This is an optimization exercise on Yosys and OpenROAD, whose aim is small area, not a production implementation.
Only simulation tests tie the RTL to the original design; equivalence was not proved.

==> v8 <==
==> flow/design.v (excerpt) <==
module digital_clock(
    input clk,
    input reset,
    input direction,
    input shift_enable,
    input min_test_enable,
    input hr_test_enable,
    output [7:0] dig,
    output [7:0] ssd
    );
==> flow/config.mk <==
export PLATFORM = sky130hd
export DESIGN_NAME = digital_clock
export DESIGN_NICKNAME = digital_clock
export VERILOG_FILES = /design/flow/design.v
export SDC_FILE = /design/flow/constraint.sdc
export NUM_CORES = 4
export LEC_CHECK = 0
export CAP_MARGIN = 20
export CORE_MARGIN = 2
export CORE_UTILIZATION = 40
export SLEW_MARGIN = 20
==> flow/constraint.sdc <==
create_clock -name core_clock -period 10.0 [get_ports {clk}]
set_input_delay 2.0000 -clock core_clock [delete_from_list [all_inputs] [get_ports {clk}]]
set_output_delay 2.0000 -clock core_clock [all_outputs]
set_load 0.01 [all_outputs]
standard.sh (not shown) runs the stock make flow with config.mk's settings and CLKGATE_MAP_FILE= SYNTH_SCRIPT=/design/flow/synth_recipe.tcl, a recipe that flattens the netlist after the stock synthesis.
==> flow/flow/run.sh <==
#!/bin/bash
# Own layout flow: the standard ORFS flow, with
#  - synthesis mapped by an area-oriented ABC script (flow/synth.tcl, flow/area.abc); the
#    registers come from the same dfflibmap step as the standard synthesis,
#  - the smallest buffer for the port buffers,
#  - clock tree synthesis without dummy loads.
set -euo pipefail
W=$(pwd)
export MY_ABC_SCRIPT=$W/flow/area.abc
bash standard.sh \
  SYNTH_SCRIPT=$W/flow/synth.tcl \
  BUFFER_PORTS_ARGS="-buffer_cell sky130_fd_sc_hd__buf_1" \
  CTS_ARGS="-sink_clustering_enable -repair_clock_nets -dont_use_dummy_load -buf_list {sky130_fd_sc_hd__clkbuf_4 sky130_fd_sc_hd__clkbuf_8}" \
  finish > $W/flow_make.log 2>&1
==> flow/flow/area.abc <==
strash
&get -n
&deepsyn -I 5 -T 20
&put
dch -f
amap
topo
==> flow/flow/synth.tcl <==
proc synth {args} { yosys synth -nofsm -noshare {*}$args }
proc extract_fa {args} { }
proc abc {args} {
  set out {}
  set skip 0
  foreach a $args {
    if {$skip} { set skip 0; continue }
    if {$a eq "-script" || $a eq "-D" || $a eq "-constr"} { set skip 1; continue }
    lappend out $a
  }
  yosys abc -script $::env(MY_ABC_SCRIPT) {*}$out
}
source $::env(SCRIPTS_DIR)/synth.tcl
# left out here: clear keep_hierarchy, flatten, clean up, hide names made inside functions, write 1_2_yosys.v
==> v10 (differences from v8) <==
--- a/flow/flow/run.sh
+++ b/flow/flow/run.sh
@@ -12,3 +12,3 @@
   BUFFER_PORTS_ARGS="-buffer_cell sky130_fd_sc_hd__buf_1" \
-  CTS_ARGS="-sink_clustering_enable -repair_clock_nets -dont_use_dummy_load -buf_list {sky130_fd_sc_hd__clkbuf_4 sky130_fd_sc_hd__clkbuf_8}" \
+  CTS_ARGS="-sink_clustering_enable -repair_clock_nets -dont_use_dummy_load -buf_list \"sky130_fd_sc_hd__clkbuf_4 sky130_fd_sc_hd__clkbuf_8\"" \
   finish > $W/flow_make.log 2>&1
==> notes <==
v10 ended with an error in 4_1_cts. v8 completed without violations. In synthesized area, v10 and v8 do not differ. In synthesized cell count, v10 and v8 do not differ.
==> figures <==
Pre-CTS setup slack: v10 3380 ps; v8 3380 ps
Area share of the largest cell type after synthesis: v10 0.423; v8 0.423
Most frequent cell after synthesis: v10 sky130_fd_sc_hd__nor2_1; v8 sky130_fd_sc_hd__nor2_1
Post-synth EDFFs: v10 0; v8 0
Status: v10 aborted with a tool error; v8 finished clean
Stage where the flow stopped: v10 4_1_cts; v8 -
Detailed-placement wirelength estimate: v10 4230 um; v8 4230 um
Mux cell area share after synthesis: v10 0; v8 0
Count of boundary I/O pins: v10 22; v8 22
Unique masters post-synth: v10 34; v8 34
Post-synthesis compound-gate area fraction: v10 0.238; v8 0.238
Cell area after synthesis: v10 0.00241 mm2; v8 0.00241 mm2
Average cell area after synthesis: v10 7.21 um2; v8 7.21 um2
Flip-flop and latch count after synthesis: v10 51; v8 51
Parity-gate share of the synthesized area counting xor and xnor cells: v10 0; v8 0
Simple-gate portion of the synthesized area: v10 0.261; v8 0.261
Number of instances in the synthesized netlist: v10 335; v8 335
Final weighted congestion of routability-driven global placement: v10 0.871; v8 0.871
Ys flop type: v10 sky130_fd_sc_hd__dfxtp_1; v8 sky130_fd_sc_hd__dfxtp_1
Sequential area share after synthesis: v10 0.423; v8 0.423
Port Buffers: v10 20; v8 20

==> afterwards: timing with drivers on the ports <==
How much do the figures lean on ideal ports? The routed layout below was timed once more, with nothing changed but the port constraints. Step 1 sets driving cells, clkbuf_16 on the clock port and buf_2 on the other inputs (assumed; they add their load-dependent delay and slew). Step 2, shift: input delay + t, output delay - t, t = (earliest + latest rising clock arrival at the registers) / 2. This alone moves slack from input paths to output paths. a / b / c = ideal / step 1 / step 2; a / b = the first two.
run: v8
t, ns: 0.321
slack for setup (ns): 2.947 / 2.919 / 3.240
worst hold slack (ns): 0.437 / 0.437 / 0.437
After both steps v8 still meets setup and hold. For v8, drivers alone change the setup slack by -0.028 ns; drivers and shift together by +0.293 ns.
